From an optimization exercise on the open Yosys and OpenROAD flow, aimed at small area; shortcuts taken in it are not production practice.
Function was checked by simulation only, so behaviour that the tests miss may differ from the original.
Power figures rest on the tool's default switching activity, not on a simulated workload.

`flow/flow/run.sh`:
```
#!/bin/bash
# Own layout flow: the standard flow (standard.sh) with these changes:
#  - synthesis maps the combinational logic with an area-oriented ABC script
#    (flow/area.abc) instead of ORFS's; registers are mapped exactly as in the
#    standard synthesis (dfflibmap runs before ABC), so names and cells match;
#  - port buffers use the smallest buffer cell (every port still gets one);
#  - extra ORFS make variables, one NAME=value per line, from flow/make_vars.txt
#    (if present), e.g. the clock-tree options.
# Each tool's output stays in orfs/logs/ as ORFS writes it; make's own output
# goes to flow_make.log here.
set -euo pipefail
W=$PWD
F=$W/flow
sed "s|log_cmd abc {\*}\$abc_args|log_cmd abc -script $F/area.abc {*}[lrange \$abc_args 2 end]|" \
    "$FLOW_HOME/scripts/synth.tcl" > "$W/synth_area.tcl"
grep -q "area.abc" "$W/synth_area.tcl"
sed "s|\$::env(SCRIPTS_DIR)/synth.tcl|$W/synth_area.tcl|" "$W/synth_recipe.tcl" > "$W/synth_recipe_area.tcl"
grep -q "synth_area.tcl" "$W/synth_recipe_area.tcl"
EXTRA="'BUFFER_PORTS_ARGS=-buffer_cell sky130_fd_sc_hd__buf_1'"
if [[ -f "$F/make_vars.txt" ]]; then
    while IFS= read -r line; do
        [[ -n "$line" ]] && EXTRA="$EXTRA '$line'"
    done < "$F/make_vars.txt"
fi
sed "s|SYNTH_SCRIPT=[^ ]*|SYNTH_SCRIPT=$W/synth_recipe_area.tcl|; s|CLKGATE_MAP_FILE= |CLKGATE_MAP_FILE= $EXTRA |" \
    "$W/standard.sh" > "$W/own_standard.sh"
grep -q "synth_recipe_area.tcl" "$W/own_standard.sh"
bash "$W/own_standard.sh" > "$W/flow_make.log" 2>&1
```
`flow/flow/area.abc`:
```
strash; dc2; dch -f; map -D 2400; topo; stime -c; buffer -c; upsize -c; dnsize -c
```
`flow/flow/make_vars.txt`:
```
CTS_ARGS=-sink_clustering_enable -repair_clock_nets -dont_use_dummy_load -sink_clustering_size 30 -buf_list {sky130_fd_sc_hd__clkbuf_4 sky130_fd_sc_hd__clkbuf_8}
```
`flow/standard.sh`:
```
#!/bin/bash
# synth_recipe.tcl (not shown) runs the flow's synth.tcl, then flattens the netlist and writes it again
# the make line also repeats each setting of config.mk as NAME=value (left out here)
make -C /OpenROAD-flow-scripts/flow DESIGN_CONFIG=/design/flow/config.mk WORK_HOME=/design/flow/orfs CLKGATE_MAP_FILE= SYNTH_SCRIPT=/design/flow/synth_recipe.tcl "${@:-finish}"
```
`flow/config.mk`:
```
export PLATFORM = sky130hd
export DESIGN_NAME = cpu
export DESIGN_NICKNAME = cpu
export VERILOG_FILES = /design/flow/design.v
export SDC_FILE = /design/flow/constraint.sdc
export NUM_CORES = 4
export LEC_CHECK = 0
export ABC_AREA = 1
export CAP_MARGIN = 20
export CORE_MARGIN = 2
export CORE_UTILIZATION = 40
export CTS_BUF_LIST = sky130_fd_sc_hd__clkbuf_4 sky130_fd_sc_hd__clkbuf_8
export GPL_TIMING_DRIVEN = 0
export SLEW_MARGIN = 20
```
`flow/constraint.sdc`:
```
create_clock -name core_clock -period 4.2 [get_ports {clk}]
set_input_delay 0.8400 -clock core_clock [delete_from_list [all_inputs] [get_ports {clk}]]
set_output_delay 0.8400 -clock core_clock [all_outputs]
set_load 0.01 [all_outputs]
```
`flow/design.v`:
```
module cpu(input clk, reset, interrupt,
           input [7:0] datamem_data, usermem_data_in,
           output [7:0] datamem_address, usermem_address, usermem_data_out,
           output rw);
    localparam S0  = 4'b0000;   
    localparam S1S = 4'b0001;   
    localparam S1L = 4'b0100;   
    localparam S1U = 4'b0110;   
    localparam S3  = 4'b0010;   
    localparam S2J = 4'b1000;   
    localparam S2N = 4'b1010;   
    localparam S4  = 4'b1100;   
    localparam S5  = 4'b1110;   
    reg [7:0] pc, jaddr, sp, ua, udo, wbdata;
    reg [7:0] r0, r1, r2, r3;
    reg [3:0] st;
    reg [1:0] ins;
    reg rw_r, wbwrite;
    assign datamem_address = pc;
    assign usermem_address = ua;
    assign usermem_data_out = udo;
    assign rw = rw_r;
    wire [7:0] dd = datamem_data;
    wire [7:0] udi = usermem_data_in;
    wire s0  = ~|st;
    wire s1s = st[0];
    wire s1l = ~st[3] & st[2] & ~st[1];
    wire s1u = ~st[3] & st[2] & st[1];
    wire s1  = st[0] | (~st[3] & st[2]);
    wire s3  = ~st[3] & ~st[2] & st[1];
    wire s4  = st[3] & st[2] & ~st[1];
    wire s5  = st[3] & st[2] & st[1];
    wire jump = st[3] & ~st[1];
    wire [1:0] ra = s1s ? ins : dd[3:2];
    wire [1:0] rb = dd[1:0];
    reg [7:0] a, b;
    always @* begin
        case (ra)
            2'd0: a = r0;
            2'd1: a = r1;
            2'd2: a = r2;
            default: a = r3;
        endcase
        case (rb)
            2'd0: b = r0;
            2'd1: b = r1;
            2'd2: b = r2;
            default: b = r3;
        endcase
    end
    wire [3:0] op = dd[7:4];
    reg [3:0] tt;
    always @* begin
        case (op[2:0])
            3'd0: tt = 4'b1110;   
            3'd1: tt = 4'b1000;   
            3'd2: tt = 4'b0011;   
            3'd3: tt = 4'b0110;   
            3'd4: tt = op[3] ? 4'b1001 : 4'b0110;   
            3'd5: tt = 4'b1001;   
            3'd6: tt = 4'b1010;   
            default: tt = 4'b0000;   
        endcase
    end
    wire arith = op[2] & ~op[1];
    wire [8:0] cy;
    wire [7:0] t, lg;
    assign cy[0] = op[0];
    genvar i;
    generate for (i = 0; i < 8; i = i + 1) begin : g_alu
        assign t[i] = tt[{a[i], b[i]}];
        assign lg[i] = t[i] ^ (arith & cy[i]);
        assign cy[i+1] = t[i] ? cy[i] : a[i];
    end endgenerate
    wire sh_en = (op[2:0] == 3'd7) & ~|b[7:3];
    wire [7:0] sh1 = b[0] ? {1'b0, a[7:1]} : a;
    wire [7:0] sh2 = b[1] ? {2'b0, sh1[7:2]} : sh1;
    wire [7:0] sh3 = b[2] ? {4'b0, sh2[7:4]} : sh2;
    wire [7:0] alu = lg | (sh3 & {8{sh_en}});
    wire eq = &t;
    wire act = ~interrupt & ~reset;
    wire x0 = act & s0;
    wire o_alu = ~op[3];
    wire o_ld  = (op == 4'h8);
    wire o_jmp = (op == 4'h9);
    wire o_call = (op == 4'ha);
    wire o_b   = (op == 4'hb);
    wire o_ieq = (op == 4'hc);
    wire o_ine = (op == 4'hd);
    wire o_st  = (op == 4'he);
    wire o_ldu = (op == 4'hf);
    wire o_rts  = o_b & (dd[3:0] == 4'h0);
    wire o_stsp = o_b & (dd[3:0] == 4'h1);
    wire o_pop  = o_b & (dd[3:0] == 4'h2);
    wire o_ldsp = o_b & (dd[3:0] == 4'h4);
    wire o_push = o_b & (dd[3:0] == 4'h8);
    wire sp_step = x0 & (o_call | o_push | o_rts | o_pop);
    wire sp_down = op[0] & ~dd[3];
    wire [8:0] spc, pcc;
    wire [7:0] sp_pm, pc_inc;
    assign spc[0] = sp_step;
    assign pcc[0] = ~s5;
    generate for (i = 0; i < 8; i = i + 1) begin : g_inc
        assign sp_pm[i] = sp[i] ^ spc[i];
        assign spc[i+1] = spc[i] & (sp[i] ^ sp_down);
        assign pc_inc[i] = pc[i] ^ pcc[i];
        assign pcc[i+1] = pcc[i] & pc[i];
    end endgenerate
    wire sp_lda  = x0 & o_ldsp;
    wire [7:0] sp_n = {8{~reset}} & (sp_lda ? a : sp_pm);
    wire ua_sp  = x0 & (o_call | o_rts | o_pop);
    wire ua_spi = x0 & o_push;
    wire ua_dd  = act & (s1s | s1u);
    wire ua_en  = reset | ua_sp | ua_spi | ua_dd;
    wire [7:0] ua_d = ({8{ua_sp}} & sp) | ({8{ua_spi}} & sp_pm) | ({8{ua_dd}} & dd);
    wire udo_pc = x0 & o_call;
    wire udo_a  = (x0 & o_push) | (act & s1s);
    wire udo_en = reset | udo_pc | udo_a;
    wire [7:0] udo_d = ({8{udo_pc}} & pc) | ({8{udo_a}} & a);
    wire ja_b   = x0 & (o_jmp | o_call);
    wire ja_udi = act & s4;
    wire ja_en  = interrupt | reset | ja_b | ja_udi;
    wire [7:0] ja_d = {interrupt, interrupt, interrupt, interrupt, interrupt, interrupt, 1'b0, interrupt}
                    | ({8{ja_b}} & b) | ({8{ja_udi}} & udi);
    wire wb_alu = x0 & o_alu;
    wire wb_sp  = x0 & o_stsp;
    wire wb_dd  = act & s1l;
    wire wb_udi = act & s5;
    wire wb_en  = reset | wb_alu | wb_sp | wb_dd | wb_udi;
    wire [7:0] wb_d = ({8{wb_alu}} & alu) | ({8{wb_sp}} & sp) | ({8{wb_dd}} & dd) | ({8{wb_udi}} & udi);
    wire wbw_set = (x0 & (o_alu | o_stsp)) | (act & (s1l | s1u));
    wire wbw_clr = reset | (x0 & (o_jmp | o_call | o_rts | o_pop | o_ldsp | o_ieq | o_ine)) | (act & s1s);
    wire wbwrite_d = wbw_set | (wbwrite & ~wbw_clr);
    wire rw_d = interrupt ? rw_r : ((x0 & (o_call | o_push)) | (act & s1s));
    reg [3:0] st_d;
    always @* begin
        st_d = S0;
        if (interrupt | reset)
            st_d = S2J;
        else if (s0) begin
            if (o_ld) st_d = S1L;
            else if (o_jmp | o_call) st_d = S2J;
            else if (o_rts) st_d = S4;
            else if (o_pop) st_d = S5;
            else if ((o_ieq & eq) | (o_ine & ~eq)) st_d = S3;
            else if (o_st) st_d = S1S;
            else if (o_ldu) st_d = S1U;
        end else if (s1u)
            st_d = S5;
        else if (s3) begin
            if (op[3] & op[2] & op[1]) st_d = S2N;
        end else if (s4)
            st_d = S2J;
    end
    wire [1:0] wsel = s1 ? ins : dd[1:0];
    wire rf_we = wbwrite_d & ~interrupt;
    wire [7:0] rf_d = wb_d | ({8{~wb_en}} & wbdata);
    wire [7:0] ua_n  = ua_d  | ({8{~ua_en}}  & ua);
    wire [7:0] udo_n = udo_d | ({8{~udo_en}} & udo);
    wire [7:0] ja_n  = ja_d  | ({8{~ja_en}}  & jaddr);
    wire [7:0] pc_n  = {8{~reset}} & (jump ? jaddr : pc_inc);
    always @(posedge clk) begin
        sp <= sp_n;
        ua <= ua_n;
        udo <= udo_n;
        jaddr <= ja_n;
        wbdata <= rf_d;
        pc <= pc_n;
        wbwrite <= wbwrite_d;
        rw_r <= rw_d;
        st <= st_d;
        if (!s1) ins <= o_st ? dd[3:2] : dd[1:0];
        if (rf_we && wsel == 2'd0) r0 <= rf_d;
        if (rf_we && wsel == 2'd1) r1 <= rf_d;
        if (rf_we && wsel == 2'd2) r2 <= rf_d;
        if (rf_we && wsel == 2'd3) r3 <= rf_d;
    end
endmodule  
```
==> results.yml, run 1 <==
sta:
  rsz0062_at_grt: "false"
  slew_headroom_pct: 25.4
  setup_viol: 0
  fin_skew_ns: 0.0221
  fin_ws_ns: 0.185
  hold_viol: 0
  clock.fmax_mhz: 249
  period_share_pct: 95.6
  fin_crit_ns: 4.01
  tightest_slew_ns: 1.11
  slew_viol_final: 0
  hold_ws_ns: 0.453
clock_tree:
  cts_root_buffer: "clkbuf_8"
  cts_hold_buf: 0
  cts_tree: "done"
  cts_buffers: 9
  post_cts_buffers: 0
  clkTransAtPathRegs_ns: 0.08
  post_cts_resized: 0
  clock_latency_ns: 0.36
  htree_levels: 3
  clock_path_buffers: 2
  cts.sinks: 88
logic_synthesis:
  async_flop_share_pct: 0
  netlist_instances: 627
  ys.flop_type: "dfxtp_1"
  synth_seq_area_share_pct: 43.6
  syn_area_um2: 4850
  ys_types: 43
  yosys-top-cells-count: "124 x nand2_1, 71 x nor2_1, 69 x o21ai_0"
  avgSynthCellArea_um2: 7.73
  yosys_warnings: 1
  synth-seq-cells: 88
  synth_edf_count: 35
  synthTopCellsByArea: "dfxtp_1 22%, edfxtp_1 22%, nand2_1 9.6%, o21ai_0 7.1%, a22oi_1 5.7%"
  synth_top_area_share_pct: 21.9
  syn_nets: 653
  yosysMostFrequentCell: "nand2_1"
  yosys.area.top_type: "dfxtp_1"
setup_path:
  arrival_ns: 4.03
  path_class: "input pin to flop"
  cp.required_ns: 4.22
  crit_top_cell: "nand2_1"
  crit_path_top_delay_cell: "o21ai_1"
  cp_num_buf_inv: 4
  path_cells: "buf_1 > inv_2 > nand2_1 > o21ai_2 > inv_1 > nor2_4 > a22oi_1 > o211ai_1 > o21ai_1 > inv_1 > a21oi_1 > o21ai_0 > nand2_1 > nand2_1 > nand2_1 > nand2_1 > nand2_1 > nand2_1 > nand2_2 > a21oi_2 > a22o_1 > o21ai_1 > nand3_1"
  slowest_delay_ns: 0.31
  crit_path_max_fanout: 7
  cpLargestDelayFamily: "compound AO/OA/AOI/OAI gates"
  endpoint_kind: "flop"
  critPathLaunchType: "input pin"
finish:
  diodes: 0
  nets: 704
  finish.utilization_pct: 44.6
  final_layout_size_suffix_gt1_share_pct: 5.33
  fin_area_um2: 5310
  fillers: 1244
  syn_to_final_growth_pct: 9.58
die:
  dieArea_um2: 13000
  chipHeight_um: 114
  coreArea_um2: 11900
  ios: 44
  dieWidth_um: 114
  start_util_pct: 40.7
  rows: 40
status:
  status: "complete, no violations"
pwr:
  p_seq_share_pct: 55.6
  pwr_density_cell_nw_per_um2: 309
  ir_worst_vdd_mv: 0.264
  clockPowerShare_pct: 28.0
  p_leak_uw: 0.00209
  switchingPower_uw: 471
  p_int_uw: 1170
  combPwrFrac_pct: 16.4
  switching_share_pct: 28.7
placement:
  postPlaceCellArea_um2: 5190
  portBuffers: 40
  dp_slack_ns: -0.0463
  hpwl_mm: 12.0
  gp_congestion: 0.995
route:
  wl_met1_mm: 6.80
  ant_nets: 0
  topRoutingLayerUsed: "met4"
  wl_met2_mm: 6.88
  wl_per_cell_um: 18.4
  firstDrtPassIters: 7
  drtIter0Drc: 423
  drc_errors: 0
  viasPerCell: 5.72
  wl_met3_mm: 1.03
  vias: 4707
  drt_wl_total_mm: 15.2
global_routing:
  grt_first_pass_wirelength_mm: 23.2
  grt_pass1_vias: 4357
  grt_max_degree: 15
  antenna_found_initial: 0
  grt.overflow.total: 0
  globalRouteTotalUtil_pct: 23.5
hold_path:
  hp-class: "flop to flop"
flow_run:
  drv_cap: 0
## final cells by class
class / instances / area, um2 / share of cell area (%)
timing repair buffer: 40 / 150 / 2.83
buffer: 11 / 52.6 / 0.990
sequential: 88 / 2110 / 39.8
inverter: 70 / 263 / 4.95
tap: 147 / 184 / 3.46
clock buffer: 9 / 124 / 2.33
multi-input combinational: 458 / 2420 / 45.7
## power by group through the flow
stage | clock network, uW | registers [uW] | logic (uW)
global route | 491 | 915 | 299
detailed placement | 0 | 933 | 263
CTS | 469 | 913 | 264
global placement | 0 | 932 | 261
floorplan | 0 | 934 | 176
finish | 459 | 913 | 270
## state kept, by name (all words and copies together), names as in the netlist
register,cells
r0,8
ins,2
pc,8
r3,8
st,4
r1,8
wbdata,8
r2,8
udo,8
jaddr,8
ua,8
wbwrite,1
rw_r,1
sp,8
## cells in the final DEF (no fill, tap or decap), types with 3 or more instances in the layout
cell type / count
inv_1: 55
xnor2_1: 6
buf_1: 40
o21ai_1: 14
a21oi_1: 39
o211ai_1: 13
ha_1: 7
clkbuf_1: 7
dfxtp_1: 53
o21ai_0: 69
nor2_1: 71
a211oi_1: 3
edfxtp_1: 35
buf_2: 3
nor3_1: 6
clkbuf_8: 9
nand3_1: 15
a221oi_1: 8
o22ai_1: 5
xor2_1: 9
nor4_1: 4
a22oi_1: 37
inv_2: 13
nand2_1: 124
## worst min-delay path: stages (launching register included)
cell and delay, ns:
dfxtp_1 0.32, nand2_1 0.06, nand2_1 0.04
## kinds of logic after synthesis
family / Yosys count / share of synthesized area (%)
xor+xnor: 15 / 2.71
simple gates: 231 / 19.4
compound gates: 205 / 26.0
buf+inv: 81 / 6.51
flops: 88 / 43.6
fa+ha+maj: 7 / 1.81
## path summary, 6_finish.rpt
kind | slack, ns | from | end | cells after the start
setup / recovery | 0.19 | datamem_data[2] | r1[7] | 23
hold / removal | 0.45 | udo[0] | udo[0] | 2
setup reg to reg | 0.41 | st[0] | r1[7] | 22
hold reg to reg | 0.45 | udo[0] | udo[0] | 2
## metal layers
metal / global-route usage [%] / vias to the layer above
met4: 9.67 / 0
li1: - / 2285
met2: 36.9 / 191
met1: 31.7 / 2203
met3: 4.61 / 28
met5: 0 / -
## through the flow
step | setup TNS [ns] | instances | total power, uW
4_1_cts | 0 | 823 | 1650
2_1_floorplan | 0 | 627 | 1110
3_3_place_gp | 0 | 814 | 1190
3_5_place_dp | -0.290 | 814 | 1200
5_1_grt | 0 | 823 | 1700
6_report | 0 | 823 | 1640
==> inputs of run 2 (changes only) <==
==> flow/flow/make_vars.txt (replaced) <==
CTS_ARGS=-sink_clustering_enable -repair_clock_nets -dont_use_dummy_load -buf_list {sky130_fd_sc_hd__clkbuf_4 sky130_fd_sc_hd__clkbuf_8}
==> results.yml, run 2 <==
die:
  coreArea_um2: 11900
  dieWidth_um: 114
  start_util_pct: 40.7
  rows: 40
  dieArea_um2: 13000
  chipHeight_um: 114
  ios: 44
route:
  drtIter0Drc: 423
  ant_nets: 0
  drt_wl_total_mm: 15.2
  vias: 4707
  drc_errors: 0
  firstDrtPassIters: 7
  viasPerCell: 5.72
  wl_per_cell_um: 18.4
sta:
  clock.fmax_mhz: 249
  hold_viol: 0
  fin_skew_ns: 0.0221
  tightest_slew_ns: 1.11
  setup_viol: 0
  fin_ws_ns: 0.185
  period_share_pct: 95.6
  fin_crit_ns: 4.01
  slew_viol_final: 0
  rsz0062_at_grt: "false"
  slew_headroom_pct: 25.4
logic_synthesis:
  syn_area_um2: 4850
  synth_top_area_share_pct: 21.9
  ys_types: 43
  synth-seq-cells: 88
  yosys.area.top_type: "dfxtp_1"
  netlist_instances: 627
  yosys_warnings: 1
  synth_seq_area_share_pct: 43.6
  synthTopCellsByArea: "dfxtp_1 22%, edfxtp_1 22%, nand2_1 9.6%, o21ai_0 7.1%, a22oi_1 5.7%"
  avgSynthCellArea_um2: 7.73
  yosys-top-cells-count: "124 x nand2_1, 71 x nor2_1, 69 x o21ai_0"
  ys.flop_type: "dfxtp_1"
  syn_nets: 653
  async_flop_share_pct: 0
  yosysMostFrequentCell: "nand2_1"
  synth_edf_count: 35
clock_tree:
  post_cts_buffers: 0
  cts_buffers: 9
  cts_tree: "done"
  clock_latency_ns: 0.36
  cts_hold_buf: 0
  htree_levels: 3
  clkTransAtPathRegs_ns: 0.08
  clock_path_buffers: 2
  post_cts_resized: 0
  cts_root_buffer: "clkbuf_8"
  cts.sinks: 88
finish:
  fin_cells: 823
  diodes: 0
  syn_to_final_growth_pct: 9.58
  final_cell_mix: "124 x nand2_1, 71 x nor2_1, 69 x o21ai_0, 55 x inv_1, 53 x dfxtp_1"
  regArea_um2: 2110
  final_common_cell: "nand2_1"
  multi_input_area_um2: 2420
  final_layout_size_suffix_gt1_share_pct: 5.33
  fillers: 1244
  nets: 704
  fin_area_um2: 5310
setup_path:
  path_cells: "buf_1 > inv_2 > nand2_1 > o21ai_2 > inv_1 > nor2_4 > a22oi_1 > o211ai_1 > o21ai_1 > inv_1 > a21oi_1 > o21ai_0 > nand2_1 > nand2_1 > nand2_1 > nand2_1 > nand2_1 > nand2_1 > nand2_2 > a21oi_2 > a22o_1 > o21ai_1 > nand3_1"
  cp_num_buf_inv: 4
  critPathLaunchType: "input pin"
  cpLargestDelayFamily: "compound AO/OA/AOI/OAI gates"
  arrival_ns: 4.03
  slowest_delay_ns: 0.31
  endpoint_kind: "flop"
  crit_path_top_delay_cell: "o21ai_1"
  crit_top_cell: "nand2_1"
  cp.required_ns: 4.22
  crit_path_max_fanout: 7
  path_class: "input pin to flop"
placement:
  hpwl_mm: 12.0
  portBuffers: 40
  gp_congestion: 0.995
  dp.cells: 814
  dp_slack_ns: -0.0463
  postPlaceCellArea_um2: 5190
pwr:
  p_leak_uw: 0.00209
  ir_worst_vdd_mv: 0.264
  pwr_density_cell_nw_per_um2: 309
global_routing:
  grt_pass1_vias: 4357
  globalRouteTotalUtil_pct: 23.5
  antenna_found_initial: 0
  grt_first_pass_wirelength_mm: 23.2
  grt.overflow.total: 0
  grt_max_degree: 15
hold_path:
  hp-class: "flop to flop"
flow_run:
  drv_cap: 0
status:
  status: "complete, no violations"
[run 2: cell counts in the layout (fill, tap and decap cells not counted)]
Identical to the previous run, type by type.
[run 2: worst register-to-register path: cells and delay by family, from the launching register on]
family          cells  cell delay (ns)
compound gates      9             1.43
buf+inv             3             0.52
flops               1             0.47
simple gates       10             1.01
[run 2: through the flow]
stage	hold slack, ns	setup TNS (ns)	utilization [%]	power (uW)
after floorplan	0.431	0	-	1110
after global placement	0.438	0	43.5	1190
after detailed placement	0.439	-0.290	43.5	1200
after CTS	0.456	0	44.6	1650
after global routing	0.475	0	44.6	1700
final	0.453	0	44.6	1640
[run 2: cells by family after synthesis]
group | share of synthesized area, %
buffers and inverters | 6.51
XOR/XNOR | 2.71
flip-flops | 43.6
AO/OA/AOI/OAI | 26.0
adder cells (fa/ha/maj) | 1.81
AND/OR/NAND/NOR | 19.4
[run 2: layer usage]
metal	track usage (%)	part of all wire [%]	wire [um]	up-vias
met4	9.67	3.2	480	0
li1	-	-	-	2285
met3	4.61	6.8	1030	28
met1	31.7	45	6800	2203
met5	0	0	0	-
met2	36.9	45	6880	191
[run 2: cell type report]
cell class | count | share of cell area, %
plain buffers | 11 | 0.990
clock buffers | 9 | 2.33
inverters | 70 | 4.95
multi-input cells | 458 | 45.7
flip-flops and latches | 88 | 39.8
well taps | 147 | 3.46
repair buffers | 40 | 2.83
[run 2: report_power, final]
group / switching, uW / leakage (uW) / internal [uW]
sequential: 10.4 / 0.000749 / 903
clock: 267 / 0.0000647 / 192
combinational: 194 / 0.00127 / 76.2
total: 471 / 0.00209 / 1170
[run 2: path summary, 6_finish.rpt]
path	startpoint	endpoint	slack, ns	depth (start not counted)
worst min register to register	udo[0]	udo[0]	0.45	2
worst min-delay path	udo[0]	udo[0]	0.45	2
worst max-delay path	datamem_data[2]	r1[7]	0.19	23
worst max register to register	st[0]	r1[7]	0.41	22
==> inputs of run 3 (changes only) <==
==> flow/flow/area.abc (replaced) <==
strash; dc2; dch -f; map -D 2800; topo; stime -c; buffer -c; upsize -c; dnsize -c
==> results.yml, run 3 <==
setup_path:
  crit_path_top_delay_cell: "o21ai_0"
  r2r_start: "st[0]"
  rrSetupSlack_ns: 0.37
  crit_cells: 13
  cp-startpoint: "datamem_data[1]"
  crit_top_cell: "o21ai_0"
  crit_path_max_fanout: 10
  cp_num_buf_inv: 5
  critPathLaunchType: "input pin"
  r2r_cells: 22
  endpoint_kind: "flop"
  path_cells: "buf_1 > buf_2 > nand2_1 > clkbuf_1 > o21ai_0 > nand4_1 > nor4_1 > inv_1 > nor2_1 > inv_1 > o21ai_0 > o21ai_0 > o2111ai_1"
  path_class: "input pin to flop"
  arrival_ns: 4.05
  cp.required_ns: 4.31
  cpLargestDelayFamily: "compound AO/OA/AOI/OAI gates"
  reg2reg_to: "r3[7]"
  slowest_delay_ns: 0.68
pwr:
  p_leak_uw: 0.00209
  total_power_uw: 1660
  pwr_density_cell_nw_per_um2: 308
  ir_worst_vdd_mv: 0.231
hold_path:
  min_to: "pc[1]"
  hp-class: "flop to flop"
  hold_path_depth: 2
  holdCritStartpoint: "jaddr[1]"
sta:
  fin_crit_ns: 3.94
  fin_skew_ns: 0.0260
  rsz0062_at_grt: "false"
  hold_viol: 0
  tightest_slew_ns: 0.852
  clock.fmax_mhz: 254
  setup_viol: 0
  slew_headroom_pct: 42.8
  slew_viol_final: 0
  fin_ws_ns: 0.261
  fin_tns_setup_ns: 0
  period_share_pct: 93.8
clock_tree:
  cts_buffers: 9
  htree_levels: 3
  post_cts_resized: 0
  cts_root_buffer: "clkbuf_8"
  clock_path_buffers: 2
  cts_tree: "done"
  cts.sinks: 88
  post_cts_buffers: 0
  clock_latency_ns: 0.36
  clkTransAtPathRegs_ns: 0.08
  cts_hold_buf: 0
logic_synthesis:
  avgSynthCellArea_um2: 7.85
  synth_edf_count: 35
  synthTopCellsByArea: "dfxtp_1 22%, edfxtp_1 21%, nand2_1 9.1%, o21ai_0 7.8%, a22oi_1 5.5%"
  yosys_warnings: 1
  synth-seq-cells: 88
  synth_top_area_share_pct: 21.7
  synth_seq_area_share_pct: 43.1
  yosys-top-cells-count: "119 x nand2_1, 76 x o21ai_0, 67 x nor2_1"
  ys.flop_type: "dfxtp_1"
  ys_types: 47
  syn_nets: 650
  netlist_instances: 624
  yosys.area.top_type: "dfxtp_1"
  yosysMostFrequentCell: "nand2_1"
  async_flop_share_pct: 0
  syn_area_um2: 4900
die:
  rows: 40
  chipHeight_um: 115
  ios: 44
  dieArea_um2: 13100
  dieWidth_um: 115
  start_util_pct: 40.9
  coreArea_um2: 12000
placement:
  hpwl_mm: 12.3
  postPlaceCellArea_um2: 5240
  portBuffers: 41
  gp_congestion: 0.983
  dp_slack_ns: -0.341
flow_run:
  drv_cap: 0
finish:
  nets: 703
  diodes: 0
  final_layout_size_suffix_gt1_share_pct: 6.96
  finish.utilization_pct: 45.2
  fillers: 1232
  fin_area_um2: 5410
  final_common_cell: "nand2_1"
  syn_to_final_growth_pct: 10.5
  final_cell_mix: "119 x nand2_1, 69 x o21ai_0, 66 x nor2_1, 61 x inv_1, 53 x dfxtp_1"
global_routing:
  grt.overflow.total: 0
  grt_max_degree: 17
  grt_pass1_vias: 4384
  globalRouteTotalUtil_pct: 24.6
  antenna_found_initial: 0
  grt_first_pass_wirelength_mm: 24.4
route:
  viasPerCell: 5.75
  vias: 4723
  drt_wl_total_mm: 15.8
  firstDrtPassIters: 5
  ant_nets: 0
  drc_errors: 0
  wl_per_cell_um: 19.3
  drtIter0Drc: 450
status:
  status: "complete, no violations"
-- run 3: cell types whose count changed in the layout (fill, tap and decap cells not counted), sizes merged, moves of 2 or more --
cell	previous run	this run
nand2	125	120
o21ai	85	89
a21oi	41	44
nor2	73	71
xnor2	6	4
xor2	9	11
-- run 3: metrics by stage --
stage                     instances  hold WS, ns
final                           822        0.454
after global routing            822        0.491
after CTS                       822        0.450
after detailed placement        813        0.437
after global placement          812        0.435
after floorplan                 624        0.431
-- run 3: logic make-up after synthesis --
family / count (synthesis) / share of synthesized area, %
AO/OA/AOI/OAI: 210 / 27.1
XOR/XNOR: 15 / 2.68
buffers and inverters: 79 / 6.44
adder cells (fa/ha/maj): 7 / 1.79
flip-flops: 88 / 43.1
AND/OR/NAND/NOR: 225 / 18.9
-- run 3: where the power goes --
group / total [uW] / switching (uW) / internal (uW) / leakage [uW]
clock network: 458 / 265 / 192 / 0.0000647
logic: 291 / 209 / 82.1 / 0.00128
registers: 915 / 12.0 / 903 / 0.000749
total: 1660 / 486 / 1180 / 0.00209
-- run 3: metal layers --
| layer | GRT usage, % | up-vias | share of wire [%] |
|---|---|---|---|
| met5 | 0 | - | 0 |
| met2 | 40.6 | 170 | 47 |
| li1 | - | 2293 | - |
| met4 | 6.42 | 0 | 1.7 |
| met1 | 34.2 | 2241 | 45 |
| met3 | 3.12 | 19 | 6.5 |
-- run 3: cell type report --
class / count / area, um2 / share of cell area [%]
Timing Repair Buffer: 42 / 159 / 2.94
Buffer: 10 / 57.6 / 1.06
Sequential cell: 88 / 2110 / 39.1
Multi-Input combinational cell: 457 / 2510 / 46.5
Tap cell: 147 / 184 / 3.40
Clock buffer: 9 / 124 / 2.29
Inverter: 69 / 259 / 4.79
-- run 3: worst register-to-register path, cell delays in order (launching register included) --
cell	delay, ns
dfxtp_1	0.53
inv_2	0.09
or2_1	0.23
o21ai_2	0.11
inv_2	0.09
nor2_2	0.34
a22oi_1	0.16
o211ai_1	0.13
o21ai_2	0.15
inv_1	0.22
o211ai_1	0.16
nand2_1	0.10
nand2_1	0.07
nand2_1	0.07
nand2_1	0.06
nand2_1	0.08
nand2_2	0.06
a21oi_2	0.17
a21oi_2	0.05
nor2_2	0.16
nor2_1	0.06
o21ai_1	0.27
nand3_2	0.18
-- run 3: worst max-delay path by stage --
| stage | endpoint | slack, ns |
|---|---|---|
| after floorplan | r0[7] | 0.95 |
| after global placement | r2[1] | -0.40 |
| after detailed placement | r0[7] | -0.34 |
| after CTS | r3[7] | 0.02 |
| after global routing | r3[1] | 0.04 |
| final | r3[1] | 0.26 |

## re-timing with driven ports
In the flow no input, the clock included, has a driving cell. The finished layouts below were timed again as built, in two steps.
Step 1 sets driving cells, clkbuf_16 on the clock port and buf_2 on the other inputs (assumed; they add their load-dependent delay and slew).
Step 2 also shifts input and output timing later by t, the mid clock arrival at the registers, as if the neighbouring blocks saw the same clock.
Three values: ideal, step 1, step 2; two values: the first two.
run	t (ns)	setup WS [ns]	latest minus earliest clock arrival (ns)	worst slew at a driven data input, ns	cell pins on the clock port's net
run 1	0.389	0.185 / 0.201 / -0.188	0.022 / 0.022	0.05	1
run 2	0.389	0.185 / 0.201 / -0.188	0.022 / 0.022	0.05	1
run 3	0.383	0.261 / 0.268 / -0.115	0.026 / 0.027	0.05	1
With both steps, setup timing fails in every run listed, where it was met with ideal ports. The setup slack of run 3, which loses most, moves by +0.007 ns with the drivers and by -0.376 ns with both steps.
